This is an optimization exercise on Yosys and OpenROAD, whose aim is small area, a short achievable clock period and few clock cycles per item, not a production implementation. RTL that was checked went through simulation tests only; none was proved equivalent to the original. Function not checked in runs 5 to 7: the RTL went through the layout flow alone. Power figures rest on the tool's default switching activity, not on a simulated workload.

### design.v
module Binary_to_BCD
  #(parameter INPUT_WIDTH = 28,
    parameter DECIMAL_DIGITS = 8)
  (
   input                         clk,
   input                         rst,
   input [INPUT_WIDTH-1:0]       i_Binary,
   input                         i_Start,
   output [DECIMAL_DIGITS*4-1:0] o_BCD,
   output                        o_DV
   );
  function [3:0] add3(input [3:0] d, input en);
    reg c;
    begin
      c = en & (d[3] | (d[2] & (d[1] | d[0])));
      add3 = {c | d[3], c ? d[3] & d[0] : d[2], c ? (d[3] ? ~d[0] : d[1] & d[0]) : d[1], d[0] ^ c};
    end
  endfunction
  reg [33:0] r_R;
  reg        r_Busy, r_DV;
  reg [6:0] r_T;    
  reg [33:0] w_L;
  always @* begin
    w_L = {i_Binary, 6'b0};
    w_L = {w_L[32:0], w_L[33]};
    w_L = {w_L[32:0], w_L[33]};
    w_L = {w_L[32:0], w_L[33]};
    w_L[3:0] = add3(w_L[3:0], 1'b1);
    w_L = {w_L[32:0], w_L[33]};
  end
  reg [33:0] w_S;
  always @* begin
    w_S = r_R;
    w_S[3:0] = add3(w_S[3:0], 1'b1);
    w_S[7:4] = add3(w_S[7:4], 1'b1);
    w_S[11:8] = add3(w_S[11:8], r_T[0]);
    w_S[15:12] = add3(w_S[15:12], r_T[1]);
    w_S[19:16] = add3(w_S[19:16], r_T[3]);
    w_S[23:20] = add3(w_S[23:20], r_T[4]);
    w_S[27:24] = add3(w_S[27:24], r_T[5]);
    w_S = {w_S[32:0], w_S[33]};
    w_S[3:0] = add3(w_S[3:0], 1'b1);
    w_S[7:4] = add3(w_S[7:4], 1'b1);
    w_S[11:8] = add3(w_S[11:8], r_T[0]);
    w_S[15:12] = add3(w_S[15:12], r_T[1]);
    w_S[19:16] = add3(w_S[19:16], r_T[2]);
    w_S[23:20] = add3(w_S[23:20], r_T[4]);
    w_S[27:24] = add3(w_S[27:24], r_T[5]);
    w_S[31:28] = add3(w_S[31:28], r_T[6]);
    w_S = {w_S[32:0], w_S[33]};
    w_S[3:0] = add3(w_S[3:0], 1'b1);
    w_S[7:4] = add3(w_S[7:4], 1'b1);
    w_S[11:8] = add3(w_S[11:8], 1'b1);
    w_S[15:12] = add3(w_S[15:12], r_T[1]);
    w_S[19:16] = add3(w_S[19:16], r_T[2]);
    w_S[23:20] = add3(w_S[23:20], r_T[3]);
    w_S[27:24] = add3(w_S[27:24], r_T[5]);
    w_S[31:28] = add3(w_S[31:28], r_T[6]);
    w_S = {w_S[32:0], w_S[33]};
  end
  always @(posedge clk) begin
    r_R <= r_Busy ? w_S : w_L;
    r_T <= r_Busy ? {r_T[5:0], 1'b1} : 7'b0;
    if (rst) begin
      r_Busy <= 1'b0;
      r_DV   <= 1'b0;
    end else if (r_Busy) begin
      r_Busy <= ~r_T[6];
      r_DV   <= r_T[6];
    end else begin
      r_Busy <= i_Start;
      r_DV   <= 1'b0;
    end
  end
  assign o_BCD = r_R[31:0];
  assign o_DV  = r_DV;
endmodule
### flow/run.sh
#!/bin/bash
# The standard layout (the standard.sh, unchanged synthesis and steps), with
# the port buffers that buffer_ports inserts made sky130_fd_sc_hd__buf_1 cells
# instead of its default pick. Every tool's output goes to standard_flow.log here;
# ORFS also keeps each step's log under orfs/logs.
set -euo pipefail
bash standard.sh 'BUFFER_PORTS_ARGS=-buffer_cell sky130_fd_sc_hd__buf_1' finish > standard_flow.log 2>&1
### standard.sh
#!/bin/bash
# synth_recipe.tcl (not shown) runs the flow's synth.tcl, then flattens the netlist and writes it again
# the make line also repeats each setting of config.mk as NAME=value (left out here)
make -C /OpenROAD-flow-scripts/flow DESIGN_CONFIG=/design/flow/config.mk WORK_HOME=/design/flow/orfs CLKGATE_MAP_FILE= SYNTH_SCRIPT=/design/flow/synth_recipe.tcl "${@:-finish}"
### config.mk
export PLATFORM = sky130hd
export DESIGN_NAME = Binary_to_BCD
export DESIGN_NICKNAME = Binary_to_BCD
export VERILOG_FILES = /design/flow/design.v
export SDC_FILE = /design/flow/constraint.sdc
export NUM_CORES = 4
export LEC_CHECK = 0
export ABC_AREA = 1
export CAP_MARGIN = 20
export CORE_MARGIN = 2
export CORE_UTILIZATION = 55
export PLACE_DENSITY = 0.7
export SETUP_SLACK_MARGIN = 2.9
export SLEW_MARGIN = 20
### constraint.sdc
create_clock -name core_clock -period 5.0 [get_ports {clk}]
set_input_delay 1.0000 -clock core_clock [delete_from_list [all_inputs] [get_ports {clk}]]
set_output_delay 1.0000 -clock core_clock [all_outputs]
set_load 0.01 [all_outputs]
==> results of run 1 <==
-- cell usage after synthesis --
master       n  area share
a21boi_0     1      0.0023
a21oi_1     14       0.021
a21oi_2      4       0.011
a22oi_1      1      0.0023
a31oi_1      9       0.017
a32oi_1      1      0.0027
buf_2        3      0.0046
buf_4       32       0.073
buf_6        2      0.0069
clkbuf_1     4      0.0046
clkinv_1     1      0.0011
clkinv_2     1      0.0015
dfxtp_1     43        0.26
inv_1       59       0.068
inv_2        4      0.0046
nand2_1    192        0.22
nand2_2     16       0.031
nand2_4      4       0.014
nand3_1     66        0.10
nand3_2      2      0.0061
nand3_4      1      0.0053
nand3b_1     3      0.0069
nand4_1      4      0.0076
nor2_1      31       0.035
nor2_2       4      0.0076
nor2_4       3       0.010
nor3_1       2      0.0031
o2111ai_1    1      0.0027
o21a_1       1      0.0023
o21ai_0     21       0.032
o21ai_1      4      0.0061
o21ai_2      6       0.016
xor2_1       4       0.011
-- sequential cells by signal (all words and copies together), names as in the netlist --
register and cells:
r_R 34, r_T 7, r_Busy 1, r_DV 1
-- per-layer routing --
metal,track usage,share of wire,vias to the layer above
met5,0,0,-
met4,0.0644,0.013,0
met3,0.0422,0.041,10
met2,0.392,0.48,77
met1,0.290,0.47,1524
li1,-,-,1770
-- stage by stage --
| step | worst slack (ns) | instance area [µm²] | instances | util |
|---|---|---|---|---|
| final | 3.07 | 3610 | 655 | 0.617 |
| after global placement | 2.93 | 3320 | 642 | 0.568 |
| after floorplan | 3.28 | 3280 | 544 | - |
| after global routing | 2.87 | 3610 | 655 | 0.617 |
| after detailed placement | 2.93 | 3320 | 642 | 0.568 |
| after CTS | 2.90 | 3410 | 650 | 0.583 |
-- how the worst max path moves through the flow --
stage                 start  endpoint  slack [ns]  depth (start not counted)
CTS                  r_T[1]   r_R[18]        2.90                         15
floorplan            r_T[5]   r_R[25]        3.28                         15
detailed placement  r_R[12]   r_R[13]        2.93                         14
global placement    r_R[12]   r_R[14]        2.93                         14
finish               r_T[5]   r_R[29]        3.07                         15
global route         r_T[4]   r_R[26]        2.87                         17
-- cells by family (layout without fill, tap and decap cells) --
| family | after synthesis | after routing | synth area share |
|---|---|---|---|
| simple gates | 328 | 328 | 0.447 |
| flops | 43 | 43 | 0.262 |
| xor+xnor | 4 | 4 | 0.0107 |
| compound gates | 63 | 63 | 0.116 |
| buf+inv | 106 | 142 | 0.164 |
-- timing repair --
item | in CTS | in global routing
resized for setup | 1 | 65
setup buffers | 0 | 5
pin swaps | 0 | 16
endpoints found under the hold margin | 0 | 0
cloned | 0 | 0
setup endpoints to repair | 1 | 27
-- power breakdown --
part | internal, mW | switching, mW | total [mW]
clock network | 0.0978 | 0.121 | 0.219
logic | 0.211 | 0.410 | 0.620
registers | 0.399 | 0.0543 | 0.454
-- tightest hold or removal path: stages, from the launching register on --
cell and delay (ns):
dfxtp_2 0.33, nand2_1 0.05, inv_1 0.03
-- area by class of cell --
type	instances	area, µm²
clock inverter	2	12.5
clock buffer	6	72.6
timing repair buffer	69	282
sequential	43	893
tap	75	93.8
multi-input combinational	395	2010
inverter	65	245
fill	575	2240
==> parameters.txt, run 1 <==
Parameter                              Value

Critical path
  Critical-path cell with the highest stage delay    dfxtp_2
  Class of the most critical setup path    reg -> reg
  Capturing element type of the critical path    flop
  Reg2reg path depth    15
  Dominant cell type by count on the critical path    nand2_4
  Crit path buffers/inverters    1
  Largest fanout on the critical path    7
  CP delay by family, top    simple AND/OR/NAND/NOR gates
  R2r endpoint    r_R[29]
  Category of the worst setup path launch point    flop
  Worst Path Required    5.19 ns
  CP cell instances    inv_2 -> nor2_4 -> nand2_4 -> nand2_1 -> o21ai_4 -> nor2_2 -> nor2_4 -> nand2_4 -> nand2_4 -> o21ai_2 -> nand2_2 -> nand2_2 -> nand3_1 -> nand3_1 -> nand2_1
  Largest stage delay on the critical path    0.40 ns
  Setup slack of the worst register-to-register path    3.07 ns
  Reg-to-reg startpoint    r_T[5]
  Crit path arrival time    2.12 ns

STA
  Slew @ Worst Pin    0.803 ns
  Worst relative slew slack    0.464
  Unrepaired setup endpoints after global routing    yes
  Final hold violations    0
  Fmax achieved    0.519 GHz
  Final worst-path cycle share    0.386
  Max-slew violation count    0
  Clock period minus final worst setup slack    1.93 ns
  Number of endpoints failing setup at the final stage    0
  Final total negative setup slack    0 ns
  Post-route clock skew    0.00821 ns
  Final worst hold slack    0.447 ns

Route
  Drt drc    0
  Drt via density    5.16
  Avg WL per Cell    11.5 µm
  Detailed router's first-iteration violation count    163
  Total Routed Length    7550 µm
  Antenna viol nets, final    0
  Via count    3,381
  Number of optimization iterations in the first detailed-route pass    4

Power and ir drop
  Pwr per Cell Area    358 mW/mm²
  Leakage component of the power    1.77 nW
  Maximum resistive drop on vdd    0.175 mV
  Power, Total    1.29 mW

Global routing
  Antenna violations before repair    0
  Vias in the first global route    2,883
  Global router's overall resource usage    0.227
  Pin count of the biggest net entering global routing    49
  Total grt overflow    0
  First-pass GRT wire length    12,000 µm

Final layout
  Fraction of layout instances using a drive strength above 1    0.183
  Nets@finish    610
  Signed area change from the synthesized netlist to the final layout    10.1%
  Most common cell after layout, fill and taps aside    nand2_1
  Number of antenna repair diodes    0
  Most used cells in the layout excluding fill and tap cells    177 x nand2_1, 65 x nand3_1, 63 x buf_1

Floorplanning
  Starting density of the core    0.561
  Die outline area    0.00660 mm²
  Core box area    0.00585 mm²
  Width of the chip    81.2 µm
  Row Count    28
  Die span in y    81.2 µm
  Top Ports    64

Clocking
  Num CTS Buffers    5
  Cts-stage hold buffer count    0
  Clock latency reported for the late side of the worst-skew pair    0.30 ns
  Master cell of the clock root buffer    clkbuf_8
  CTS tree    built
  CTS max path bufs    2
  Clock transition at the registers of the reported paths    0.08 ns
  Deepest level of the CTS H-tree    2
  Sinks on the clock net    43

Min path
  Hold Path Stages    2
  Startpoint of the worst hold path    r_T[4]
  Endpoint, Worst Hold    r_T[5]
  Worst hold-check path type    reg -> reg

Synthesis
  Synth Instances    544
  Netlist Area Pre-Place    0.00328 mm²
  Post-Synthesis Mean Instance Area    6.03 µm²
  Synth Warn #    1
  Synthesis-stage register bit count    43
  Sequential fraction of the synthesis area    0.262
  Synth Net Count    575
  Unique cell type count in the Yosys netlist    33

Run
  Maximum capacitance violations    0

Run status
  Outcome    finished clean

Placed design
  Routability cong.    0.909
  Number of I/O port buffers    63
  HPWL after DPL    5520 µm
Testbench counts, summed over its fixed seeds: cycles 11,520, items 1,280.
==> inputs of run 2 (changes only) <==
--- a/config.mk
+++ b/config.mk
@@ -9,6 +9,7 @@
 export CAP_MARGIN = 20
 export CORE_MARGIN = 2
 export CORE_UTILIZATION = 55
+export GPL_TIMING_DRIVEN = 1
 export PLACE_DENSITY = 0.7
 export SETUP_SLACK_MARGIN = 2.9
 export SLEW_MARGIN = 20
==> run 2 against run 1 <==
Against the previous run: largest cell class unchanged; still clean on timing, DRC and antenna; critical path type unchanged; sequential share of layout area stayed put; sequential cell count stayed put; sequential power hardly changed; largest power group unchanged; critical path depth stayed put; register-to-register slack hardly changed; clock skew stayed put; combinational power hardly changed; cell count stayed put; cell area stayed put.
==> parameters.txt, run 2 <==
Parameter                              Value

Placed design
  Placed cell count    642 (unchanged)
  Pre-CTS worst setup slack    2.93 ns (unchanged)
  HPWL after DPL    5520 µm (unchanged)
  Number of I/O port buffers    63 (unchanged)
  Area of placed instances    0.00332 mm² (unchanged)
  Routability cong.    0.909 (unchanged)

STA
  Final worst-path cycle share    0.386 (unchanged)
  Max-slew violation count    0 (unchanged)
  Worst relative slew slack    0.464 (unchanged)
  Post-route clock skew    0.00821 ns (unchanged)
  Fmax achieved    0.519 GHz (unchanged)
  Final total negative setup slack    0 ns (unchanged)
  Slew @ Worst Pin    0.803 ns (unchanged)
  Fin worst setup slack    3.07 ns (unchanged)
  Final hold violations    0 (unchanged)
  Clock period minus final worst setup slack    1.93 ns (unchanged)
  Unrepaired setup endpoints after global routing    yes (unchanged)
  Number of endpoints failing setup at the final stage    0 (unchanged)

Critical path
  Class of the most critical setup path    reg -> reg (unchanged)
  Category of the worst setup path launch point    flop (unchanged)
  Worst Path Required    5.19 ns (about the same)
  Capturing element type of the critical path    flop (unchanged)
  Crit path arrival time    2.12 ns (about the same)
  Largest fanout on the critical path    7 (unchanged)

Final layout
  Count of fill cells added during filler insertion    575 (unchanged)
  Largest registers    r_R x34, r_T x7 (unchanged)
  Most common cell after layout, fill and taps aside    nand2_1 (unchanged)
  Fraction of layout instances using a drive strength above 1    0.183 (unchanged)
  Most flops, register    r_R (unchanged)
  Signed area change from the synthesized netlist to the final layout    10.1% (unchanged)
  Summed area of non-filler cells in the final layout    0.00361 mm² (unchanged)
  Nets@finish    610 (unchanged)
  Number of antenna repair diodes    0 (unchanged)
  Total area of multi-input combinational cells    0.00201 mm² (unchanged)
  Most used cells in the layout excluding fill and tap cells    177 x nand2_1, 65 x nand3_1, 63 x buf_1 (unchanged)
  Flip-flop count of the largest register, all copies and words added    34 (unchanged)
  Non-filler cells in the finished layout    655 (unchanged)
  Area taken by flip-flops and latches    893 µm² (unchanged)

Synthesis
  Synth Warn #    1 (unchanged)
  Top post-synthesis cells by count    192 x nand2_1, 66 x nand3_1, 59 x inv_1 (unchanged)
  Yosys top cell area share    0.262 (unchanged)
  Synth Instances    544 (unchanged)
  Netlist Area Pre-Place    0.00328 mm² (unchanged)
  Number of flops mapped to enable cells by yosys    0 (unchanged)
  Main synth FF type    dfxtp_1 (unchanged)
  Synth top area cells    dfxtp_1 26%, nand2_1 22%, nand3_1 10% (unchanged)
  Synthesis-stage register bit count    43 (unchanged)
  Synth Net Count    575 (unchanged)
  Share of flip-flops with an asynchronous set or reset    0 (unchanged)
  Top cell type by total area after synthesis    dfxtp_1 (unchanged)
  Sequential fraction of the synthesis area    0.262 (unchanged)
  Unique cell type count in the Yosys netlist    33 (unchanged)
  Post-Synthesis Mean Instance Area    6.03 µm² (unchanged)
  Cell with the most instances after synthesis    nand2_1 (unchanged)

Clocking
  Master cell of the clock root buffer    clkbuf_8 (unchanged)
  Num CTS Buffers    5 (unchanged)
  Sinks on the clock net    43 (unchanged)
  Deepest level of the CTS H-tree    2 (unchanged)
  CTS tree    built (unchanged)
  Clock latency reported for the late side of the worst-skew pair    0.30 ns (about the same)
  Cts-stage hold buffer count    0 (unchanged)
  CTS max path bufs    2 (unchanged)
  Clock transition at the registers of the reported paths    0.08 ns (about the same)

Route
  Drt via density    5.16 (unchanged)
  Avg WL per Cell    11.5 µm (unchanged)
  Via count    3,381 (unchanged)
  Number of optimization iterations in the first detailed-route pass    4 (unchanged)
  Detailed router's first-iteration violation count    163 (unchanged)
  Antenna viol nets, final    0 (unchanged)
  Drt drc    0 (unchanged)
  Total Routed Length    7550 µm (unchanged)

Floorplanning
  Width of the chip    81.2 µm (unchanged)
  Die outline area    0.00660 mm² (unchanged)
  Top Ports    64 (unchanged)
  Core box area    0.00585 mm² (unchanged)
  Starting density of the core    0.561 (unchanged)
  Die span in y    81.2 µm (unchanged)
  Row Count    28 (unchanged)

Global routing
  Global router's overall resource usage    0.227 (unchanged)
  Vias in the first global route    2,883 (unchanged)
  First-pass GRT wire length    12,000 µm (unchanged)
  Total grt overflow    0 (unchanged)
  Antenna violations before repair    0 (unchanged)
  Pin count of the biggest net entering global routing    49 (unchanged)

Run status
  Outcome    finished clean (unchanged)

Power and ir drop
  Leakage component of the power    1.77 nW (unchanged)
  Maximum resistive drop on vdd    0.175 mV (unchanged)
  Pwr per Cell Area    358 mW/mm² (unchanged)
  Power, Total    1.29 mW (unchanged)

Min path
  Worst hold-check path type    reg -> reg (unchanged)

Run
  Maximum capacitance violations    0 (unchanged)
run 2: final timing paths:
| check | start | to | slack (ns) | cells past startpoint |
|---|---|---|---|---|
| max | r_T[5] | r_R[29] | 3.07 | 15 |
| min reg2reg | r_T[4] | r_T[5] | 0.45 | 2 |
| min | r_T[4] | r_T[5] | 0.45 | 2 |
| max reg2reg | r_T[5] | r_R[29] | 3.07 | 15 |
run 2: timing repair:
item | CTS | global route
resized for setup | 1 | 65
pin swaps | 0 | 16
buffers inserted | 0 | 5
setup endpoints to repair | 1 | 27
run 2: per-stage QoR:
stage,hold slack [ns],utilization
after floorplan,0.374,-
after global placement,0.437,0.568
after global routing,0.453,0.617
final,0.447,0.617
after detailed placement,0.446,0.568
after CTS,0.453,0.583
run 2: per-layer routing:
metal	vias to the layer above	GRT usage	wire, µm
met1	1524	0.290	3520
met5	-	0	0
li1	1770	-	-
met3	10	0.0422	312
met4	0	0.0644	99
met2	77	0.392	3630
run 2: worst max-delay path: stages, from the launching register on:
cell,delay [ns]
dfxtp_2,0.40
inv_2,0.09
nor2_4,0.14
nand2_4,0.09
nand2_1,0.11
o21ai_4,0.09
nor2_2,0.13
nor2_4,0.06
nand2_4,0.13
nand2_4,0.08
o21ai_2,0.13
nand2_2,0.08
nand2_2,0.09
nand3_1,0.07
nand3_1,0.08
nand2_1,0.05
run 2: layout make-up:
class	instances	share of cell area
tap	75	0.0260
inverter	65	0.0679
timing repair buffer	69	0.0779
multi-input combinational	395	0.557
clock buffer	6	0.0201
clock inverter	2	0.00346
sequential	43	0.247
run 2: kinds of logic after synthesis:
| group | synth area share |
|---|---|
| and+or+nand+nor | 0.447 |
| xor gates and xnor gates | 0.0107 |
| DFF | 0.262 |
| buffers and inverters | 0.164 |
| AOI/OAI and AO/OA | 0.116 |
run 2: report_power, final:
part           total, mW  leakage (nW)  internal (mW)  switching [mW]
Combinational      0.620          1.37          0.211           0.410
Sequential         0.454         0.364          0.399          0.0543
Clock              0.219        0.0412         0.0978           0.121
==> inputs of run 3 (changes only) <==
--- a/config.mk
+++ b/config.mk
@@ -8,8 +8,7 @@
 export ABC_AREA = 1
 export CAP_MARGIN = 20
 export CORE_MARGIN = 2
-export CORE_UTILIZATION = 55
-export GPL_TIMING_DRIVEN = 1
-export PLACE_DENSITY = 0.7
+export CORE_UTILIZATION = 65
+export PLACE_DENSITY = 0.8
 export SETUP_SLACK_MARGIN = 2.9
 export SLEW_MARGIN = 20
==> run 3 against run 2 <==
Against the previous run: still clean on timing, DRC and antenna; register-to-register slack worse by 0.05 ns; sequential share of layout area is 0.22 points higher; non-clock buffer count is 2 lower; clock-buffer cell count up 2; critical endpoint is now r_R[27]; largest cell class unchanged.
==> parameters.txt, run 3 <==
Parameter                              Value

Run status
  Outcome    finished clean (unchanged)

Route
  Via count    3,399 (was 3,381)
  Detailed router's first-iteration violation count    153 (was 163)
  Number of optimization iterations in the first detailed-route pass    6 (was 4)
  Drt via density    5.27 (was 5.16)
  Avg WL per Cell    11.6 µm (was 11.5 µm)
  Metal2 WL    3680 µm (was 3630 µm)
  Routed wire length on met3    337 µm (was 312 µm)
  Antenna viol nets, final    0 (unchanged)
  Total Routed Length    7470 µm (was 7550 µm)
  Topmost layer with routed signal wires    met4 (unchanged)
  DRT met1 WL    3290 µm (was 3520 µm)
  Drt drc    0 (unchanged)

STA
  Unrepaired setup endpoints after global routing    yes (unchanged)
  Number of endpoints failing setup at the final stage    0 (unchanged)
  Final hold violations    0 (unchanged)
  Post-route clock skew    0.0139 ns (was 0.00821 ns)
  Slew @ Worst Pin    0.769 ns (was 0.803 ns)
  Max-slew violation count    0 (unchanged)
  Fmax achieved    0.506 GHz (was 0.519 GHz)
  Final worst-path cycle share    0.395 (was 0.386)
  Final total negative setup slack    0 ns (unchanged)
  Worst relative slew slack    0.487 (was 0.464)
  Clock period minus final worst setup slack    1.98 ns (was 1.93 ns)

Critical path
  Reg-to-reg startpoint    r_R[23] (was r_T[5])
  Largest fanout on the critical path    5 (was 7)
  Worst setup endpoint    r_R[27] (was r_R[29])
  Crit path arrival time    2.16 ns (was 2.12 ns)
  Category of the worst setup path launch point    flop (unchanged)
  R2r endpoint    r_R[27] (was r_R[29])
  Setup slack of the worst register-to-register path    3.02 ns (was 3.07 ns)
  Class of the most critical setup path    reg -> reg (unchanged)
  Capturing element type of the critical path    flop (unchanged)
  Worst Path Required    5.18 ns (was 5.19 ns)
  Reg2reg path depth    15 (unchanged)
  Worst setup startpoint    r_R[23] (was r_T[5])

Final layout
  Number of antenna repair diodes    0 (unchanged)
  Most flops, register    r_R (unchanged)
  Post-layout util    0.738 (was 0.617)
  Most common cell after layout, fill and taps aside    nand2_1 (unchanged)
  Nets@finish    608 (was 610)
  Most used cells in the layout excluding fill and tap cells    182 x nand2_1, 66 x nand3_1, 63 x buf_1 (was 177 x nand2_1, 65 x nand3_1, 63 x buf_1)
  Signed area change from the synthesized netlist to the final layout    7.67% (was 10.1%)
  Largest registers    r_R x34, r_T x7 (unchanged)
  Fraction of layout instances using a drive strength above 1    0.156 (was 0.183)
  Total area of multi-input combinational cells    0.00195 mm² (was 0.00201 mm²)
  Summed area of non-filler cells in the final layout    0.00353 mm² (was 0.00361 mm²)
  Area taken by flip-flops and latches    881 µm² (was 893 µm²)
  Flip-flop count of the largest register, all copies and words added    34 (unchanged)
  Count of fill cells added during filler insertion    454 (was 575)

Run
  Maximum capacitance violations    0 (unchanged)

Clocking
  Cts-stage hold buffer count    0 (unchanged)
  Master cell of the clock root buffer    clkbuf_8 (unchanged)
  CTS tree    built (unchanged)
  Clock latency reported for the late side of the worst-skew pair    0.30 ns (about the same)
  Num CTS Buffers    5 (unchanged)
  Sinks on the clock net    43 (unchanged)
  CTS max path bufs    2 (unchanged)
  Clock transition at the registers of the reported paths    0.08 ns (about the same)
  Deepest level of the CTS H-tree    2 (unchanged)

Synthesis
  Synthesis-stage register bit count    43 (unchanged)
  Post-Synthesis Mean Instance Area    6.03 µm² (unchanged)
  Netlist Area Pre-Place    0.00328 mm² (unchanged)
  Top cell type by total area after synthesis    dfxtp_1 (unchanged)
  Synth Net Count    575 (unchanged)
  Unique cell type count in the Yosys netlist    33 (unchanged)
  Synth Warn #    1 (unchanged)
  Sequential fraction of the synthesis area    0.262 (unchanged)
  Synth top area cells    dfxtp_1 26%, nand2_1 22%, nand3_1 10% (unchanged)
  Cell with the most instances after synthesis    nand2_1 (unchanged)
  Number of flops mapped to enable cells by yosys    0 (unchanged)
  Top post-synthesis cells by count    192 x nand2_1, 66 x nand3_1, 59 x inv_1 (unchanged)
  Yosys top cell area share    0.262 (unchanged)
  Share of flip-flops with an asynchronous set or reset    0 (unchanged)
  Synth Instances    544 (unchanged)
  Main synth FF type    dfxtp_1 (unchanged)

Power and ir drop
  Pwr per Cell Area    369 mW/mm² (was 358 mW/mm²)
  Maximum resistive drop on vdd    0.207 mV (was 0.175 mV)
  Leakage component of the power    1.76 nW (was 1.77 nW)
  Power, Total    1.30 mW (was 1.29 mW)

Placed design
  HPWL after DPL    5590 µm (was 5520 µm)
  Number of I/O port buffers    63 (unchanged)
  Routability cong.    0.905 (was 0.909)
  Area of placed instances    0.00331 mm² (was 0.00332 mm²)

Global routing
  Global router's overall resource usage    0.268 (was 0.227)
  Antenna violations before repair    0 (unchanged)
  Vias in the first global route    2,981 (was 2,883)
  Pin count of the biggest net entering global routing    49 (unchanged)
  First-pass GRT wire length    11,900 µm (was 12,000 µm)
  Total grt overflow    0 (unchanged)

Floorplanning
  Row Count    25 (was 28)
  Die outline area    0.00563 mm² (was 0.00660 mm²)
  Starting density of the core    0.685 (was 0.561)
  Die span in y    75.0 µm (was 81.2 µm)
  Top Ports    64 (unchanged)
  Width of the chip    75.0 µm (was 81.2 µm)
  Core box area    0.00479 mm² (was 0.00585 mm²)

Min path
  Worst hold-check path type    reg -> reg (unchanged)
-- run 3: what timing repair did --
item	in CTS	in global routing
setup endpoints to repair	0	25
resized for setup	0	43
buffers inserted	0	3
-- run 3: kinds of logic after synthesis --
| kind of cell | after synthesis | share of synthesized area |
|---|---|---|
| buf+inv | 106 | 0.164 |
| xor+xnor | 4 | 0.0107 |
| compound gates | 63 | 0.116 |
| flops | 43 | 0.262 |
| simple gates | 328 | 0.447 |
-- run 3: area by class of cell --
cell class              instances  area share
inverters                      65      0.0695
clock buffers                   8      0.0283
well taps                      67      0.0237
flip-flops and latches         43       0.249
multi-input cells             395       0.554
repair buffers                 67      0.0755
-- run 3: report_power, final --
part | switching (mW) | internal (mW) | leakage [nW] | total (mW)
registers | 0.0534 | 0.397 | 0.362 | 0.450
logic | 0.402 | 0.203 | 1.35 | 0.605
clock network | 0.122 | 0.126 | 0.0515 | 0.248
-- run 3: worst min path at each step --
| stage | from | to | slack, ns | depth (start not counted) |
|---|---|---|---|---|
| final | r_T[4] | r_T[5] | 0.44 | 2 |
| after global routing | r_T[4] | r_T[5] | 0.47 | 2 |
| after CTS | r_T[4] | r_T[5] | 0.45 | 2 |
| after detailed placement | r_T[4] | r_T[5] | 0.44 | 2 |
| after global placement | r_T[4] | r_T[5] | 0.44 | 2 |
| after floorplan | r_Busy | r_T[0] | 0.37 | 0 |
-- run 3: per-stage QoR --
step / setup slack [ns] / hold WS, ns / instances
2_1_floorplan: 3.28 / 0.374 / 544
3_3_place_gp: 3.07 / 0.442 / 634
3_5_place_dp: 2.98 / 0.440 / 634
4_1_cts: 2.95 / 0.453 / 642
5_1_grt: 2.85 / 0.467 / 645
6_report: 3.02 / 0.445 / 645
-- run 3: critical path, cell delays in order (launching register included) --
cell,delay (ns)
dfxtp_2,0.36
inv_1,0.07
nand3b_1,0.12
nand2_2,0.10
o21ai_2,0.23
nor2_1,0.08
nor2_2,0.17
nand2_2,0.12
nand2_2,0.12
inv_1,0.06
nand2_1,0.06
nand2_1,0.05
nand2_2,0.08
nand2_2,0.07
nand3_1,0.07
nand3_1,0.08
-- run 3: metal layers --
metal / GRT usage / up-vias
met4: 0.0833 / 0
li1: - / 1769
met2: 0.486 / 97
met1: 0.317 / 1515
met5: 0 / -
met3: 0.0509 / 18
==> inputs of run 4 (changes only) <==
--- a/config.mk
+++ b/config.mk
@@ -8,7 +8,6 @@
 export ABC_AREA = 1
 export CAP_MARGIN = 20
 export CORE_MARGIN = 2
-export CORE_UTILIZATION = 65
-export PLACE_DENSITY = 0.8
-export SETUP_SLACK_MARGIN = 2.9
+export CORE_UTILIZATION = 60
+export PLACE_DENSITY = 0.75
 export SLEW_MARGIN = 20
==> run 4 against run 3 <==
Against the previous run: clock power about the same; worst hold slack improved by 0.012 ns; core utilization shrank 8.0 points; wire length down 6.6%; largest power group unchanged; critical endpoint is now r_R[18]; highest routed layer unchanged.
==> parameters.txt, run 4 <==
Parameter                              Value

Floorplanning
  Die span in y    77.9 µm (was 75.0 µm)
  Top Ports    64 (unchanged)
  Width of the chip    77.9 µm (was 75.0 µm)
  Core box area    0.00520 mm² (was 0.00479 mm²)
  Row Count    26 (was 25)
  Starting density of the core    0.630 (was 0.685)
  Die outline area    0.00607 mm² (was 0.00563 mm²)

Route
  Avg WL per Cell    10.8 µm (was 11.6 µm)
  Antenna viol nets, final    0 (unchanged)
  Drt via density    5.10 (was 5.27)
  Via count    3,292 (was 3,399)
  Number of optimization iterations in the first detailed-route pass    4 (was 6)
  Drt drc    0 (unchanged)
  Detailed router's first-iteration violation count    137 (was 153)
  Total Routed Length    6980 µm (was 7470 µm)

Power and ir drop
  Combinational share of power    0.453 (was 0.464)
  Leakage component of the power    1.73 nW (was 1.76 nW)
  Internal    0.708 mW (was 0.726 mW)
  Switching component of the power    0.555 mW (was 0.578 mW)
  Maximum resistive drop on vdd    0.157 mV (was 0.207 mV)
  Clk pwr share    0.195 (was 0.191)
  Switching share of power    0.439 (was 0.443)
  Seq pwr share    0.351 (was 0.345)
  Pwr per Cell Area    369 mW/mm² (about the same)

Min path
  Hold Path Stages    2 (unchanged)
  Worst hold-check path type    reg -> reg (unchanged)
  Endpoint, Worst Hold    r_T[5] (unchanged)
  Startpoint of the worst hold path    r_T[4] (unchanged)

STA
  Post-route clock skew    0.00941 ns (was 0.0139 ns)
  Max-slew violation count    0 (unchanged)
  Final worst-path cycle share    0.428 (was 0.395)
  Worst relative slew slack    0.511 (was 0.487)
  Slew @ Worst Pin    0.733 ns (was 0.769 ns)
  Fmax achieved    0.467 GHz (was 0.506 GHz)
  Number of endpoints failing setup at the final stage    0 (unchanged)
  Final total negative setup slack    0 ns (unchanged)
  Clock period minus final worst setup slack    2.14 ns (was 1.98 ns)
  Final hold violations    0 (unchanged)
  Unrepaired setup endpoints after global routing    no (was yes)
  Fin worst setup slack    2.86 ns (was 3.02 ns)

Global routing
  First-pass GRT wire length    12,100 µm (was 11,900 µm)
  Antenna violations before repair    0 (unchanged)
  Total grt overflow    0 (unchanged)
  Vias in the first global route    2,953 (was 2,981)
  Global router's overall resource usage    0.239 (was 0.268)
  Pin count of the biggest net entering global routing    49 (unchanged)

Critical path
  Crit path arrival time    2.33 ns (was 2.16 ns)
  Class of the most critical setup path    reg -> reg (unchanged)
  Setup slack of the worst register-to-register path    2.86 ns (was 3.02 ns)
  R2r endpoint    r_R[18] (was r_R[27])
  Reg-to-reg startpoint    r_T[1] (was r_R[23])
  Capturing element type of the critical path    flop (unchanged)
  Largest fanout on the critical path    13 (was 5)
  Category of the worst setup path launch point    flop (unchanged)
  Worst Path Required    5.19 ns (was 5.18 ns)
  Reg2reg path depth    15 (unchanged)

Placed design
  Pre-CTS worst setup slack    2.92 ns (was 2.98 ns)
  Number of I/O port buffers    63 (unchanged)
  Routability cong.    0.943 (was 0.905)
  HPWL after DPL    5380 µm (was 5590 µm)

Final layout
  Nets@finish    605 (was 608)
  Signed area change from the synthesized netlist to the final layout    4.35% (was 7.67%)
  Number of antenna repair diodes    0 (unchanged)
  Most flops, register    r_R (unchanged)
  Most common cell after layout, fill and taps aside    nand2_1 (unchanged)
  Flip-flop count of the largest register, all copies and words added    34 (unchanged)
  Most used cells in the layout excluding fill and tap cells    192 x nand2_1, 66 x nand3_1, 63 x buf_1 (was 182 x nand2_1, 66 x nand3_1, 63 x buf_1)
  Largest registers    r_R x34, r_T x7 (unchanged)
  Fraction of layout instances using a drive strength above 1    0.0939 (was 0.156)

Synthesis
  Yosys top cell area share    0.262 (unchanged)
  Post-Synthesis Mean Instance Area    6.03 µm² (unchanged)
  Top post-synthesis cells by count    192 x nand2_1, 66 x nand3_1, 59 x inv_1 (unchanged)
  Top cell type by total area after synthesis    dfxtp_1 (unchanged)
  Synth Net Count    575 (unchanged)
  Synth top area cells    dfxtp_1 26%, nand2_1 22%, nand3_1 10% (unchanged)
  Sequential fraction of the synthesis area    0.262 (unchanged)
  Netlist Area Pre-Place    0.00328 mm² (unchanged)
  Cell with the most instances after synthesis    nand2_1 (unchanged)
  Synth Warn #    1 (unchanged)
  Number of flops mapped to enable cells by yosys    0 (unchanged)
  Synth Instances    544 (unchanged)
  Synthesis-stage register bit count    43 (unchanged)
  Unique cell type count in the Yosys netlist    33 (unchanged)
  Share of flip-flops with an asynchronous set or reset    0 (unchanged)
  Main synth FF type    dfxtp_1 (unchanged)

Clocking
  Clock transition at the registers of the reported paths    0.09 ns (was 0.08 ns)
  CTS max path bufs    2 (unchanged)
  Master cell of the clock root buffer    clkbuf_8 (unchanged)
  Post-CTS resize count    0 (unchanged)
  CTS tree    built (unchanged)
  Number of post-CTS setup repair buffers    0 (unchanged)
  Cts-stage hold buffer count    0 (unchanged)
  Clock latency reported for the late side of the worst-skew pair    0.30 ns (about the same)
  Sinks on the clock net    43 (unchanged)
  Num CTS Buffers    5 (unchanged)
  Deepest level of the CTS H-tree    2 (unchanged)

Run
  Maximum capacitance violations    0 (unchanged)

Run status
  Outcome    finished clean (unchanged)
## run 4: worst max-delay path, cell delays in order, from the launching register on
cell	delay (ns)
dfxtp_1	0.59
nand2_1	0.19
nand2_1	0.09
nand2_1	0.06
inv_1	0.11
nand2_2	0.10
nand2_2	0.11
nand2_1	0.16
inv_1	0.11
nand2_1	0.06
nand2_1	0.07
nand2_2	0.07
nand2_2	0.10
nand2_1	0.05
nand3_1	0.09
nand2_1	0.06
## run 4: cell type report
cell class / count / area, µm²
clock buffers: 7 / 96.3
clock inverters: 1 / 7.51
fillers: 542 / 1780
inverters: 65 / 245
multi-input cells: 395 / 1880
flip-flops and latches: 43 / 861
well taps: 70 / 87.6
repair buffers: 64 / 244
## run 4: layer usage
metal | global-route usage | vias up | routed length (µm)
met3 | 0.0407 | 8 | 301
met2 | 0.402 | 77 | 3140
li1 | - | 1765 | -
met4 | 0.0614 | 0 | 76
met1 | 0.319 | 1442 | 3460
met5 | 0 | - | 0
## run 4: kinds of logic after synthesis
| group | count (synthesis) | synth area share |
|---|---|---|
| buffers and inverters | 106 | 0.164 |
| and+or+nand+nor | 328 | 0.447 |
| xor gates and xnor gates | 4 | 0.0107 |
| AOI/OAI and AO/OA | 63 | 0.116 |
| DFF | 43 | 0.262 |
## run 4: worst max path at each step
| stage | end | slack [ns] | start |
|---|---|---|---|
| final | r_R[18] | 2.86 | r_T[1] |
| after floorplan | r_R[25] | 3.28 | r_T[5] |
| after global placement | r_R[18] | 3.01 | r_T[1] |
| after CTS | r_R[18] | 2.88 | r_T[1] |
| after detailed placement | r_R[18] | 2.92 | r_T[1] |
| after global routing | r_R[18] | 2.59 | r_T[1] |
## run 4: stage by stage
stage	hold slack, ns	cell area (µm²)	util	power, mW	instances
3_5_place_dp	0.447	3320	0.638	1.02	637
4_1_cts	0.460	3420	0.657	1.26	645
3_3_place_gp	0.435	3320	0.638	1.01	637
2_1_floorplan	0.374	3280	-	0.952	544
6_report	0.457	3420	0.657	1.26	645
5_1_grt	0.480	3420	0.657	1.38	645
## run 4: power groups by stage
stage	Combinational, mW	Clock, mW	Sequential, mW
floorplan	0.516	0	0.437
global placement	0.559	0	0.449
CTS	0.570	0.250	0.442
detailed placement	0.566	0	0.451
global route	0.663	0.264	0.451
finish	0.573	0.247	0.444
==> inputs of run 5 (changes only) <==
--- a/design.v
+++ b/design.v
@@ -17,7 +17,7 @@
     end
   endfunction
   reg [33:0] r_R;
-  reg        r_Busy, r_DV;
+  reg        r_Busy;
   reg [6:0] r_T;    
   reg [33:0] w_L;
   always @* begin
@@ -60,18 +60,15 @@
   end
   always @(posedge clk) begin
     r_R <= r_Busy ? w_S : w_L;
-    r_T <= r_Busy ? {r_T[5:0], 1'b1} : 7'b0;
+    r_T <= r_Busy & ~rst ? {r_T[5:0], 1'b1} : 7'b0;
     if (rst) begin
       r_Busy <= 1'b0;
-      r_DV   <= 1'b0;
     end else if (r_Busy) begin
       r_Busy <= ~r_T[6];
-      r_DV   <= r_T[6];
     end else begin
       r_Busy <= i_Start;
-      r_DV   <= 1'b0;
     end
   end
   assign o_BCD = r_R[31:0];
-  assign o_DV  = r_DV;
+  assign o_DV  = r_T[6] & ~r_Busy;
 endmodule
--- a/config.mk
+++ b/config.mk
@@ -8,6 +8,6 @@
 export ABC_AREA = 1
 export CAP_MARGIN = 20
 export CORE_MARGIN = 2
-export CORE_UTILIZATION = 60
-export PLACE_DENSITY = 0.75
+export CORE_UTILIZATION = 40
+export PLACE_DENSITY = 0.6
 export SLEW_MARGIN = 20
==> run 5 against run 4 <==
Against the previous run: largest power group unchanged; total power decreased by 5.9%; still clean; clock-buffer cell count unchanged; largest cell class unchanged; fmax decreased by 18%; synthesized cell count decreased by 2.0%.
==> parameters.txt, run 5 <==
Parameter                              Value

Run status
  Outcome    finished clean (unchanged)

Synthesis
  Top post-synthesis cells by count    176 x nand2_1, 58 x nand3_1, 46 x inv_1 (was 192 x nand2_1, 66 x nand3_1, 59 x inv_1)
  Sequential fraction of the synthesis area    0.261 (was 0.262)
  Unique cell type count in the Yosys netlist    34 (was 33)
  Netlist Area Pre-Place    0.00322 mm² (was 0.00328 mm²)
  Synthesis-stage register bit count    42 (was 43)
  Post-Synthesis Mean Instance Area    6.04 µm² (was 6.03 µm²)
  Yosys top cell area share    0.261 (was 0.262)
  Share of flip-flops with an asynchronous set or reset    0 (unchanged)
  Top cell type by total area after synthesis    dfxtp_1 (unchanged)
  Synth Net Count    564 (was 575)
  Synth Instances    533 (was 544)
  Cell with the most instances after synthesis    nand2_1 (unchanged)
  Number of flops mapped to enable cells by yosys    0 (unchanged)
  Synth top area cells    dfxtp_1 26%, nand2_1 21%, nand3_1 9.0% (was dfxtp_1 26%, nand2_1 22%, nand3_1 10%)
  Synth Warn #    1 (unchanged)
  Main synth FF type    dfxtp_1 (unchanged)

Final layout
  Number of antenna repair diodes    0 (unchanged)
  Count of fill cells added during filler insertion    880 (was 542)
  Flip-flop count of the largest register, all copies and words added    34 (unchanged)
  Summed area of non-filler cells in the final layout    0.00339 mm² (was 0.00342 mm²)
  Most flops, register    r_R (unchanged)
  Fraction of layout instances using a drive strength above 1    0.101 (was 0.0939)
  Most common cell after layout, fill and taps aside    nand2_1 (unchanged)
  Most used cells in the layout excluding fill and tap cells    176 x nand2_1, 63 x buf_1, 58 x nand3_1 (was 192 x nand2_1, 66 x nand3_1, 63 x buf_1)
  Nets@finish    594 (was 605)
  Largest registers    r_R x34, r_T x7, r_Busy x1 (was r_R x34, r_T x7)
  Signed area change from the synthesized netlist to the final layout    5.25% (was 4.35%)

Critical path
  Crit path arrival time    1.61 ns (was 2.33 ns)
  Largest fanout on the critical path    28 (was 13)
  Capturing element type of the critical path    output port (was flop)
  Category of the worst setup path launch point    flop (unchanged)
  Class of the most critical setup path    reg -> out (was reg -> reg)
  Worst Path Required    4.00 ns (was 5.19 ns)

Clocking
  Deepest level of the CTS H-tree    2 (unchanged)
  Clock transition at the registers of the reported paths    0.08 ns (was 0.09 ns)
  Master cell of the clock root buffer    clkbuf_8 (unchanged)
  Number of post-CTS setup repair buffers    0 (unchanged)
  CTS tree    built (unchanged)
  Clock latency reported for the late side of the worst-skew pair    0.29 ns (was 0.30 ns)
  Cts-stage hold buffer count    0 (unchanged)
  Num CTS Buffers    5 (unchanged)
  CTS max path bufs    2 (unchanged)
  Post-CTS resize count    0 (unchanged)
  Sinks on the clock net    42 (was 43)

Floorplanning
  Die span in y    93.7 µm (was 77.9 µm)
  Core box area    0.00777 mm² (was 0.00520 mm²)
  Width of the chip    93.7 µm (was 77.9 µm)
  Die outline area    0.00878 mm² (was 0.00607 mm²)
  Row Count    32 (was 26)
  Top Ports    64 (unchanged)
  Starting density of the core    0.414 (was 0.630)

Global routing
  Vias in the first global route    2,853 (was 2,953)
  Pin count of the biggest net entering global routing    29 (was 49)
  First-pass GRT wire length    12,400 µm (was 12,100 µm)
  Total grt overflow    0 (unchanged)
  Antenna violations before repair    0 (unchanged)
  Global router's overall resource usage    0.173 (was 0.239)

Power and ir drop
  Maximum resistive drop on vdd    0.130 mV (was 0.157 mV)
  Internal    0.671 mW (was 0.708 mW)
  Seq pwr share    0.367 (was 0.351)
  Switching share of power    0.436 (was 0.439)
  Clk pwr share    0.194 (was 0.195)
  Combinational share of power    0.438 (was 0.453)
  Pwr per Cell Area    351 mW/mm² (was 369 mW/mm²)
  Switching component of the power    0.518 mW (was 0.555 mW)
  Leakage component of the power    1.62 nW (was 1.73 nW)

STA
  Final total negative setup slack    0 ns (unchanged)
  Max-slew violation count    0 (unchanged)
  Clock period minus final worst setup slack    2.61 ns (was 2.14 ns)
  Slew @ Worst Pin    0.944 ns (was 0.733 ns)
  Final worst-path cycle share    0.521 (was 0.428)
  Unrepaired setup endpoints after global routing    no (unchanged)
  Final hold violations    0 (unchanged)
  Worst relative slew slack    0.370 (was 0.511)
  Fmax achieved    0.384 GHz (was 0.467 GHz)
  Post-route clock skew    0.00579 ns (was 0.00941 ns)
  Number of endpoints failing setup at the final stage    0 (unchanged)

Run
  Maximum capacitance violations    0 (unchanged)

Route
  Via count    3,229 (was 3,292)
  Total Routed Length    7390 µm (was 6980 µm)
  Detailed router's first-iteration violation count    135 (was 137)
  Antenna viol nets, final    0 (unchanged)
  Drt via density    4.85 (was 5.10)
  Drt drc    0 (unchanged)
  Avg WL per Cell    11.1 µm (was 10.8 µm)
  Number of optimization iterations in the first detailed-route pass    4 (unchanged)

Min path
  Worst hold-check path type    reg -> reg (unchanged)

Placed design
  Number of I/O port buffers    63 (unchanged)
  Area of placed instances    0.00330 mm² (was 0.00332 mm²)
  HPWL after DPL    5820 µm (was 5380 µm)
  Routability cong.    0.831 (was 0.943)
run 5: power by group through the flow:
| stage | Sequential, mW | Combinational [mW] | Clock, mW |
|---|---|---|---|
| 2_1_floorplan | 0.425 | 0.475 | 0 |
| 3_3_place_gp | 0.443 | 0.512 | 0 |
| 3_5_place_dp | 0.444 | 0.520 | 0 |
| 4_1_cts | 0.437 | 0.522 | 0.242 |
| 5_1_grt | 0.444 | 0.601 | 0.256 |
| 6_report | 0.436 | 0.521 | 0.231 |
run 5: cell families after synthesis:
kind of cell,synth area share
AO/OA/AOI/OAI,0.138
flip-flops,0.261
buffers and inverters,0.159
XOR/XNOR,0.0109
AND/OR/NAND/NOR,0.431
run 5: metal layers:
layer / up-vias / track usage / routed length (µm)
met1: 1430 / 0.233 / 3600
met4: 0 / 0.0399 / 97
met3: 8 / 0.0297 / 287
met5: - / 0 / 0
met2: 59 / 0.288 / 3400
li1: 1732 / - / -
run 5: layout make-up:
class | count | area, µm² | area share
Clock buffer | 7 | 86.3 | 0.0255
Timing Repair Buffer | 64 | 244 | 0.0720
Clock inverter | 1 | 5.00 | 0.00148
Multi-Input combinational cell | 392 | 1860 | 0.550
Tap cell | 102 | 128 | 0.0377
Inverter | 58 | 219 | 0.0646
Sequential cell | 42 | 841 | 0.248
run 5: path summary, 6_finish.rpt:
path,from,end,slack [ns],depth (start not counted)
worst max-delay path,r_Busy,o_DV,2.39,2
worst min-delay path,r_R[31],r_R[0],0.47,2
worst max register to register,r_Busy,r_R[2],2.53,4
worst min register to register,r_R[31],r_R[0],0.47,2
run 5: critical path, cell delays in order, from the launching register on:
cell,delay (ns)
dfxtp_1,0.95
nor2_1,0.18
buf_1,0.18
run 5: stage by stage:
stage | util | total power, mW | worst slack, ns | cells | hold WS, ns
after global routing | 0.436 | 1.30 | 2.17 | 666 | 0.497
after CTS | 0.436 | 1.20 | 2.41 | 666 | 0.473
after detailed placement | 0.424 | 0.964 | 2.54 | 658 | 0.461
final | 0.436 | 1.19 | 2.39 | 666 | 0.466
after floorplan | - | 0.900 | 3.23 | 533 | 0.427
after global placement | 0.424 | 0.955 | 2.59 | 658 | 0.462
==> inputs of run 6 (changes only) <==
--- a/config.mk
+++ b/config.mk
@@ -10,4 +10,5 @@
 export CORE_MARGIN = 2
 export CORE_UTILIZATION = 40
 export PLACE_DENSITY = 0.6
+export SETUP_SLACK_MARGIN = 2.95
 export SLEW_MARGIN = 20
==> run 6 against run 5 <==
Against the previous run: still clean; sequential share of layout area shrank 2.1 points; sequential power grew 2%; register-to-register slack gained 0.48 ns; critical path type unchanged; largest cell class unchanged; largest power group unchanged.
==> parameters.txt, run 6 <==
Parameter                              Value

STA
  Max-slew violation count    0 (unchanged)
  Final worst-path cycle share    0.405 (was 0.521)
  Final total negative setup slack    0 ns (unchanged)
  Slew @ Worst Pin    0.684 ns (was 0.944 ns)
  Clock period minus final worst setup slack    2.03 ns (was 2.61 ns)
  Final worst hold slack    0.459 ns (was 0.466 ns)
  Worst relative slew slack    0.541 (was 0.370)
  Number of endpoints failing setup at the final stage    0 (unchanged)
  Fmax achieved    0.493 GHz (was 0.384 GHz)
  Final hold violations    0 (unchanged)
  Post-route clock skew    0.00466 ns (was 0.00579 ns)
  Unrepaired setup endpoints after global routing    yes (was no)

Final layout
  Number of antenna repair diodes    0 (unchanged)
  Most common cell after layout, fill and taps aside    nand2_1 (unchanged)
  Flip-flop count of the largest register, all copies and words added    34 (unchanged)
  Nets@finish    611 (was 594)
  Most used cells in the layout excluding fill and tap cells    143 x nand2_1, 62 x buf_1, 51 x nand3_1 (was 176 x nand2_1, 63 x buf_1, 58 x nand3_1)
  Signed area change from the synthesized netlist to the final layout    20.8% (was 5.25%)
  Largest registers    r_R x34, r_T x7, r_Busy x1 (unchanged)
  Fraction of layout instances using a drive strength above 1    0.262 (was 0.101)
  Most flops, register    r_R (unchanged)

Run status
  Outcome    finished clean (unchanged)

Synthesis
  Netlist Area Pre-Place    0.00322 mm² (unchanged)
  Unique cell type count in the Yosys netlist    34 (unchanged)
  Post-Synthesis Mean Instance Area    6.04 µm² (unchanged)
  Synth Warn #    1 (unchanged)
  Top cell type by total area after synthesis    dfxtp_1 (unchanged)
  Cell with the most instances after synthesis    nand2_1 (unchanged)
  Synthesis-stage register bit count    42 (unchanged)
  Synth top area cells    dfxtp_1 26%, nand2_1 21%, nand3_1 9.0% (unchanged)
  Number of flops mapped to enable cells by yosys    0 (unchanged)
  Yosys top cell area share    0.261 (unchanged)
  Main synth FF type    dfxtp_1 (unchanged)
  Top post-synthesis cells by count    176 x nand2_1, 58 x nand3_1, 46 x inv_1 (unchanged)
  Share of flip-flops with an asynchronous set or reset    0 (unchanged)
  Sequential fraction of the synthesis area    0.261 (unchanged)
  Synth Instances    533 (unchanged)
  Synth Net Count    564 (unchanged)

Route
  Total Routed Length    8180 µm (was 7390 µm)
  Detailed router's first-iteration violation count    148 (was 135)
  Via count    3,397 (was 3,229)
  Number of optimization iterations in the first detailed-route pass    4 (unchanged)
  Antenna viol nets, final    0 (unchanged)
  Avg WL per Cell    12.0 µm (was 11.1 µm)
  Drt via density    4.97 (was 4.85)
  Drt drc    0 (unchanged)

Run
  Maximum capacitance violations    0 (unchanged)

Power and ir drop
  Pwr per Cell Area    326 mW/mm² (was 351 mW/mm²)
  Maximum resistive drop on vdd    0.133 mV (was 0.130 mV)
  Leakage component of the power    1.78 nW (was 1.62 nW)

Critical path
  Largest stage delay on the critical path    0.41 ns (was 0.95 ns)
  Capturing element type of the critical path    output port (unchanged)
  Critical-path cell with the highest stage delay    dfxtp_4 (was dfxtp_1)
  Crit path buffers/inverters    1 (unchanged)
  CP delay by family, top    flip-flops (unchanged)
  CP cell instances    nor2_1 -> buf_2 (was nor2_1 -> buf_1)
  Class of the most critical setup path    reg -> out (unchanged)
  Crit path arrival time    1.03 ns (was 1.61 ns)
  Worst Path Required    4.00 ns (about the same)
  Category of the worst setup path launch point    flop (unchanged)
  Largest fanout on the critical path    15 (was 28)
  Setup slack of the worst register-to-register path    3.01 ns (was 2.53 ns)

Clocking
  Clock transition at the registers of the reported paths    0.08 ns (about the same)
  CTS max path bufs    2 (unchanged)
  Sinks on the clock net    42 (unchanged)
  Num CTS Buffers    5 (unchanged)
  CTS tree    built (unchanged)
  Clock latency reported for the late side of the worst-skew pair    0.29 ns (about the same)
  Master cell of the clock root buffer    clkbuf_8 (unchanged)
  Deepest level of the CTS H-tree    2 (unchanged)

Min path
  Worst hold-check path type    reg -> reg (unchanged)

Floorplanning
  Die outline area    0.00878 mm² (unchanged)
  Width of the chip    93.7 µm (unchanged)
  Die span in y    93.7 µm (unchanged)
  Top Ports    64 (unchanged)
  Core box area    0.00777 mm² (unchanged)
  Row Count    32 (unchanged)
  Starting density of the core    0.414 (unchanged)

Placed design
  Routability cong.    0.831 (unchanged)
  Number of I/O port buffers    63 (unchanged)
  HPWL after DPL    5820 µm (unchanged)

Global routing
  Antenna violations before repair    0 (unchanged)
  Pin count of the biggest net entering global routing    21 (was 29)
  Total grt overflow    0 (unchanged)
  Vias in the first global route    2,889 (was 2,853)
  First-pass GRT wire length    12,500 µm (was 12,400 µm)
  Global router's overall resource usage    0.174 (was 0.173)
-- run 6: cell count changes in the layout (fill, tap and decap cells not counted), moves of 5 or more --
| cell | delta |
|---|---|
| dfxtp_2 | +11 |
| nand2_2 | +22 |
| dfxtp_4 | +8 |
| nor2_1 | -5 |
| dfxtp_1 | -19 |
| inv_1 | -7 |
| inv_2 | +6 |
| nor2_4 | +6 |
| buf_4 | +16 |
| nand3_1 | -7 |
| nand2_4 | +9 |
| nand2_1 | -33 |
| nand3_2 | +6 |
-- run 6: worst reg2reg max path, stage by stage, from the launching register on --
cell and delay [ns]:
dfxtp_4 0.38, inv_4 0.04, nand3b_1 0.14, nand2_4 0.10
o21ai_4 0.21, nor2_4 0.05, nor2_4 0.20, buf_6 0.13
nand4_1 0.10, nand2_2 0.10, nand2_1 0.07, nand2_2 0.10
nand2_4 0.08, a21oi_2 0.14, nor2_1 0.05
-- run 6: area by class of cell --
class                      instances  area (µm²)
fill                             851        3880
multi-input combinational        392        2180
sequential                        42         885
timing repair buffer              81         377
inverter                          58         224
tap                              102         128
clock buffer                       7        86.3
clock inverter                     1        5.00
-- run 6: timing repair --
action	CTS	global route
setup buffers	1	16
gates cloned	0	0
endpoints found under the setup margin	28	27
resized for setup	8	112
endpoints found under the hold margin	0	0
hold buffers	0	0
pin swaps	0	34
-- run 6: worst paths after layout --
kind | from | end | cells after the start
worst max-delay path | r_Busy | o_DV | 2
worst min register to register | r_T[6] | r_Busy | 1
worst min-delay path | r_T[6] | r_Busy | 1
worst max register to register | r_R[23] | r_R[23] | 14
-- run 6: cells by family (layout without fill, tap and decap cells) --
kind of cell / count (synthesis) / in the layout / synth area share
AO/OA/AOI/OAI: 74 / 74 / 0.138
XOR/XNOR: 4 / 4 / 0.0109
buffers and inverters: 99 / 147 / 0.159
flip-flops: 42 / 42 / 0.261
AND/OR/NAND/NOR: 314 / 314 / 0.431
-- run 6: layer usage --
layer  vias to the layer above  share of wire  track usage
met2                        69           0.49        0.295
met5                         -              0            0
li1                       1775              -            -
met4                         0          0.015       0.0423
met1                      1541           0.46        0.231
met3                        12          0.036       0.0297
-- run 6: per-stage QoR --
| stage | power (mW) | util | cell area, µm² | worst slack, ns | instances |
|---|---|---|---|---|---|
| after floorplan | 0.900 | - | 3220 | 3.23 | 533 |
| after global placement | 0.955 | 0.424 | 3300 | 2.59 | 658 |
| after detailed placement | 0.964 | 0.424 | 3300 | 2.54 | 658 |
| after CTS | 1.20 | 0.439 | 3410 | 2.97 | 667 |
| after global routing | 1.37 | 0.501 | 3890 | 2.89 | 683 |
| final | 1.27 | 0.501 | 3890 | 2.97 | 683 |
-- run 6: report_power, final --
| part | switching, mW | internal (mW) |
|---|---|---|
| Clock | 0.122 | 0.112 |
| Combinational | 0.384 | 0.206 |
| Sequential | 0.0566 | 0.387 |
==> inputs of run 7 (changes only) <==
--- a/design.v
+++ b/design.v
@@ -17,8 +17,8 @@
     end
   endfunction
   reg [33:0] r_R;
-  reg        r_Busy;
-  reg [6:0] r_T;    
+  reg        r_Busy, r_DV;
+  reg [4:0] r_T;    
   reg [33:0] w_L;
   always @* begin
     w_L = {i_Binary, 6'b0};
@@ -35,40 +35,51 @@
     w_S[7:4] = add3(w_S[7:4], 1'b1);
     w_S[11:8] = add3(w_S[11:8], r_T[0]);
     w_S[15:12] = add3(w_S[15:12], r_T[1]);
-    w_S[19:16] = add3(w_S[19:16], r_T[3]);
-    w_S[23:20] = add3(w_S[23:20], r_T[4]);
-    w_S[27:24] = add3(w_S[27:24], r_T[5]);
+    w_S[19:16] = add3(w_S[19:16], r_T[2]);
+    w_S[23:20] = add3(w_S[23:20], r_T[3]);
+    w_S[27:24] = add3(w_S[27:24], r_T[4]);
     w_S = {w_S[32:0], w_S[33]};
     w_S[3:0] = add3(w_S[3:0], 1'b1);
     w_S[7:4] = add3(w_S[7:4], 1'b1);
     w_S[11:8] = add3(w_S[11:8], r_T[0]);
     w_S[15:12] = add3(w_S[15:12], r_T[1]);
     w_S[19:16] = add3(w_S[19:16], r_T[2]);
-    w_S[23:20] = add3(w_S[23:20], r_T[4]);
-    w_S[27:24] = add3(w_S[27:24], r_T[5]);
-    w_S[31:28] = add3(w_S[31:28], r_T[6]);
+    w_S[23:20] = add3(w_S[23:20], r_T[3]);
+    w_S[27:24] = add3(w_S[27:24], r_T[4]);
     w_S = {w_S[32:0], w_S[33]};
     w_S[3:0] = add3(w_S[3:0], 1'b1);
     w_S[7:4] = add3(w_S[7:4], 1'b1);
     w_S[11:8] = add3(w_S[11:8], 1'b1);
-    w_S[15:12] = add3(w_S[15:12], r_T[1]);
-    w_S[19:16] = add3(w_S[19:16], r_T[2]);
-    w_S[23:20] = add3(w_S[23:20], r_T[3]);
-    w_S[27:24] = add3(w_S[27:24], r_T[5]);
-    w_S[31:28] = add3(w_S[31:28], r_T[6]);
+    w_S[15:12] = add3(w_S[15:12], r_T[0]);
+    w_S[19:16] = add3(w_S[19:16], r_T[1]);
+    w_S[23:20] = add3(w_S[23:20], r_T[2]);
+    w_S[27:24] = add3(w_S[27:24], r_T[3]);
+    w_S[31:28] = add3(w_S[31:28], r_T[4]);
+    w_S = {w_S[32:0], w_S[33]};
+    w_S[3:0] = add3(w_S[3:0], 1'b1);
+    w_S[7:4] = add3(w_S[7:4], 1'b1);
+    w_S[11:8] = add3(w_S[11:8], 1'b1);
+    w_S[15:12] = add3(w_S[15:12], r_T[0]);
+    w_S[19:16] = add3(w_S[19:16], r_T[1]);
+    w_S[23:20] = add3(w_S[23:20], r_T[2]);
+    w_S[27:24] = add3(w_S[27:24], r_T[3]);
+    w_S[31:28] = add3(w_S[31:28], r_T[4]);
     w_S = {w_S[32:0], w_S[33]};
   end
   always @(posedge clk) begin
     r_R <= r_Busy ? w_S : w_L;
-    r_T <= r_Busy & ~rst ? {r_T[5:0], 1'b1} : 7'b0;
+    r_T <= r_Busy ? {r_T[3:0], 1'b1} : 5'b0;
     if (rst) begin
       r_Busy <= 1'b0;
+      r_DV   <= 1'b0;
     end else if (r_Busy) begin
-      r_Busy <= ~r_T[6];
+      r_Busy <= ~r_T[4];
+      r_DV   <= r_T[4];
     end else begin
       r_Busy <= i_Start;
+      r_DV   <= 1'b0;
     end
   end
   assign o_BCD = r_R[31:0];
-  assign o_DV  = r_T[6] & ~r_Busy;
+  assign o_DV  = r_DV;
 endmodule
--- a/config.mk
+++ b/config.mk
@@ -10,5 +10,4 @@
 export CORE_MARGIN = 2
 export CORE_UTILIZATION = 40
 export PLACE_DENSITY = 0.6
-export SETUP_SLACK_MARGIN = 2.95
 export SLEW_MARGIN = 20
==> run 7 against run 6 <==
Against the previous run: sequential cell count down 1; via count is 16% higher; non-clock buffer count fell by 17; wire length is 13% higher; sequential share of layout area shrank 2.3 points; synthesized cell count up 23%; clock-buffer cell count fell by 1; critical path depth is 14 higher; critical path type is now reg -> reg; highest routed layer unchanged.
==> parameters.txt, run 7 <==
Parameter                              Value

Run status
  Outcome    finished clean (unchanged)

Global routing
  Total grt overflow    0 (unchanged)
  Pin count of the biggest net entering global routing    40 (was 21)
  Global router's overall resource usage    0.183 (was 0.174)
  Vias in the first global route    3,569 (was 2,889)
  Antenna violations before repair    0 (unchanged)
  First-pass GRT wire length    15,500 µm (was 12,500 µm)

Floorplanning
  Core box area    0.00928 mm² (was 0.00777 mm²)
  Starting density of the core    0.413 (was 0.414)
  Die outline area    0.0104 mm² (was 0.00878 mm²)
  Die span in y    102 µm (was 93.7 µm)
  Top Ports    64 (unchanged)
  Row Count    35 (was 32)
  Width of the chip    102 µm (was 93.7 µm)

STA
  Max-slew violation count    0 (unchanged)
  Final worst-path cycle share    0.570 (was 0.405)
  Clock period minus final worst setup slack    2.85 ns (was 2.03 ns)
  Final worst hold slack    0.505 ns (was 0.459 ns)
  Slew @ Worst Pin    0.986 ns (was 0.684 ns)
  Fmax achieved    0.351 GHz (was 0.493 GHz)
  Number of endpoints failing setup at the final stage    0 (unchanged)
  Unrepaired setup endpoints after global routing    no (was yes)
  Final hold violations    0 (unchanged)
  Worst relative slew slack    0.342 (was 0.541)
  Post-route clock skew    0.0131 ns (was 0.00466 ns)
  Final total negative setup slack    0 ns (unchanged)

Route
  Avg WL per Cell    11.4 µm (was 12.0 µm)
  Drt drc    0 (unchanged)
  Number of optimization iterations in the first detailed-route pass    4 (unchanged)
  Antenna viol nets, final    0 (unchanged)
  Detailed router's first-iteration violation count    119 (was 148)
  Total Routed Length    9260 µm (was 8180 µm)
  Drt via density    4.87 (was 4.97)
  Via count    3,945 (was 3,397)

Synthesis
  Sequential fraction of the synthesis area    0.214 (was 0.261)
  Synth Net Count    687 (was 564)
  Share of flip-flops with an asynchronous set or reset    0 (unchanged)
  Unique cell type count in the Yosys netlist    37 (was 34)
  Post-Synthesis Mean Instance Area    5.85 µm² (was 6.04 µm²)
  Cell with the most instances after synthesis    nand2_1 (unchanged)
  Yosys top cell area share    0.214 (was 0.261)
  Top post-synthesis cells by count    217 x nand2_1, 91 x nand3_1, 66 x inv_1 (was 176 x nand2_1, 58 x nand3_1, 46 x inv_1)
  Main synth FF type    dfxtp_1 (unchanged)
  Synth top area cells    dfxtp_1 21%, nand2_1 21%, nand3_1 12% (was dfxtp_1 26%, nand2_1 21%, nand3_1 9.0%)
  Netlist Area Pre-Place    0.00384 mm² (was 0.00322 mm²)
  Synthesis-stage register bit count    41 (was 42)
  Synth Warn #    1 (unchanged)
  Top cell type by total area after synthesis    dfxtp_1 (unchanged)
  Synth Instances    656 (was 533)
  Number of flops mapped to enable cells by yosys    0 (unchanged)

Final layout
  Fraction of layout instances using a drive strength above 1    0.141 (was 0.262)
  Most flops, register    r_R (unchanged)
  Signed area change from the synthesized netlist to the final layout    4.76% (was 20.8%)
  Flip-flop count of the largest register, all copies and words added    34 (unchanged)
  Most common cell after layout, fill and taps aside    nand2_1 (unchanged)
  Non-filler cells in the finished layout    810 (was 683)
  Count of fill cells added during filler insertion    1,003 (was 851)
  Nets@finish    711 (was 611)
  Number of antenna repair diodes    0 (unchanged)
  Most used cells in the layout excluding fill and tap cells    217 x nand2_1, 91 x nand3_1, 66 x inv_1 (was 143 x nand2_1, 62 x buf_1, 51 x nand3_1)
  Largest registers    r_R x34, r_T x5 (was r_R x34, r_T x7, r_Busy x1)

Placed design
  Placed cell count    802 (was 658)
  Routability cong.    0.935 (was 0.831)
  Number of I/O port buffers    63 (unchanged)
  HPWL after DPL    7230 µm (was 5820 µm)

Clocking
  Post-CTS resize count    0 (was 8)
  Master cell of the clock root buffer    clkbuf_8 (unchanged)
  Num CTS Buffers    5 (unchanged)
  Sinks on the clock net    41 (was 42)
  Clock latency reported for the late side of the worst-skew pair    0.30 ns (was 0.29 ns)
  CTS tree    built (unchanged)
  Deepest level of the CTS H-tree    2 (unchanged)
  Cts-stage hold buffer count    0 (unchanged)
  Clock transition at the registers of the reported paths    0.10 ns (was 0.08 ns)
  CTS max path bufs    2 (unchanged)
  Number of post-CTS setup repair buffers    0 (was 1)

Critical path
  Capturing element type of the critical path    flop (was output port)
  Largest fanout on the critical path    17 (was 15)
  Crit path arrival time    3.06 ns (was 1.03 ns)
  Worst Path Required    5.21 ns (was 4.00 ns)
  Class of the most critical setup path    reg -> reg (was reg -> out)
  Category of the worst setup path launch point    flop (unchanged)

Power and ir drop
  Pwr per Cell Area    527 mW/mm² (was 326 mW/mm²)
  Maximum resistive drop on vdd    0.209 mV (was 0.133 mV)
  Leakage component of the power    2.04 nW (was 1.78 nW)

Min path
  Worst hold-check path type    reg -> reg (unchanged)

Run
  Maximum capacitance violations    0 (unchanged)
-- run 7: cell types whose count changed in the layout (fill, tap and decap cells not counted), sizes merged, moves of 2 or more --
cell    change
a21boi      +2
buf        -17
clkinv      -2
inv        +24
nand2      +71
nand3      +34
nand3b      -3
nor2       -18
o211ai      +4
o21ai       +5
-- run 7: worst max-delay path, cell delays in order (launching register included) --
cell,delay [ns]
dfxtp_1,0.77
nand2_1,0.25
nand3_2,0.13
nand2_1,0.09
nand2_2,0.07
nand2_1,0.06
nand2_2,0.10
nand2_2,0.08
a21oi_2,0.31
nand3_1,0.11
o21ai_0,0.10
nand3_1,0.09
nand2_1,0.12
nand2_1,0.07
nand2_2,0.08
nand2_2,0.08
a31oi_1,0.25
-- run 7: area by class of cell --
| class | count | area (µm²) | area share |
|---|---|---|---|
| clock buffers | 6 | 82.6 | 0.0205 |
| clock inverters | 2 | 13.8 | 0.00342 |
| inverters | 79 | 297 | 0.0737 |
| multi-input cells | 489 | 2400 | 0.597 |
| flip-flops and latches | 41 | 821 | 0.204 |
| well taps | 129 | 161 | 0.0401 |
| repair buffers | 64 | 244 | 0.0607 |
-- run 7: kinds of logic (layout without fill, tap and decap cells) --
group                  count (synthesis)  after routing  synth area share
buffers and inverters                126            151             0.160
XOR/XNOR                               6              6            0.0156
flip-flops                            41             41             0.214
AND/OR/NAND/NOR                      398            398             0.465
AO/OA/AOI/OAI                         85             85             0.145
-- run 7: through the flow --
step	setup slack (ns)	instance area (µm²)	util	power (mW)
floorplan	2.99	3840	-	1.68
global placement	2.32	3930	0.423	1.85
detailed placement	2.20	3930	0.423	1.87
CTS	2.19	4020	0.433	2.12
global route	1.87	4020	0.433	2.36
finish	2.15	4020	0.433	2.12
-- run 7: power breakdown --
group	internal (mW)	total, mW	switching [mW]	leakage, nW
clock network	0.112	0.241	0.129	0.0512
registers	0.398	0.480	0.0821	0.343
logic	0.459	1.40	0.938	1.65
-- run 7: routing by layer --
metal,routed length [µm],vias up,GRT usage,part of all wire
li1,-,2107,-,-
met5,0,-,0,0
met3,300,11,0.0246,0.032
met4,136,0,0.0533,0.015
met2,4460,65,0.319,0.48
met1,4370,1762,0.235,0.47
-- run 7: worst paths after layout --
check,start,to,slack (ns),cells past startpoint
setup / recovery,r_T[3],r_R[24],2.15,16
hold / removal,r_R[30],r_R[0],0.50,2
setup reg to reg,r_T[3],r_R[24],2.15,16
hold reg to reg,r_R[30],r_R[0],0.50,2

-- re-timing with driven ports --
Ports are ideal in the flow. The routed layouts listed here were re-timed in OpenROAD. Step 1 sets driving cells, clkbuf_16 on the clock port and buf_2 on the other inputs (assumed; they add their load-dependent delay and slew). Step 2 moves the port delays by t, midway between the first and last clock arrival at a register: inputs arrive t later, outputs are due t later. That takes back most of the time a late clock gives input paths. Slacks: ideal ports / drivers / drivers and shift; pairs: ideal ports / drivers.
| run | t (ns) | slack for setup (ns) | latest minus earliest clock arrival (ns) | worst data-port slew with drivers (ns) |
|---|---|---|---|---|
| run 1 | 0.321 | 3.072 / 3.072 / 3.072 | 0.009 / 0.009 | 0.03 |
| run 2 | 0.321 | 3.072 / 3.072 / 3.072 | 0.009 / 0.009 | 0.03 |
| run 3 | 0.323 | 3.025 / 3.025 / 3.025 | 0.014 / 0.014 | 0.03 |
| run 4 | 0.324 | 2.859 / 2.859 / 2.859 | 0.010 / 0.009 | 0.03 |
| run 5 | 0.317 | 2.393 / 2.365 / 2.530 | 0.006 / 0.007 | 0.04 |
| run 6 | 0.319 | 2.973 / 2.944 / 3.012 | 0.005 / 0.005 | 0.04 |
| run 7 | 0.329 | 2.149 / 2.149 / 2.149 | 0.013 / 0.013 | 0.04 |
After both steps every run listed still meets setup and hold.
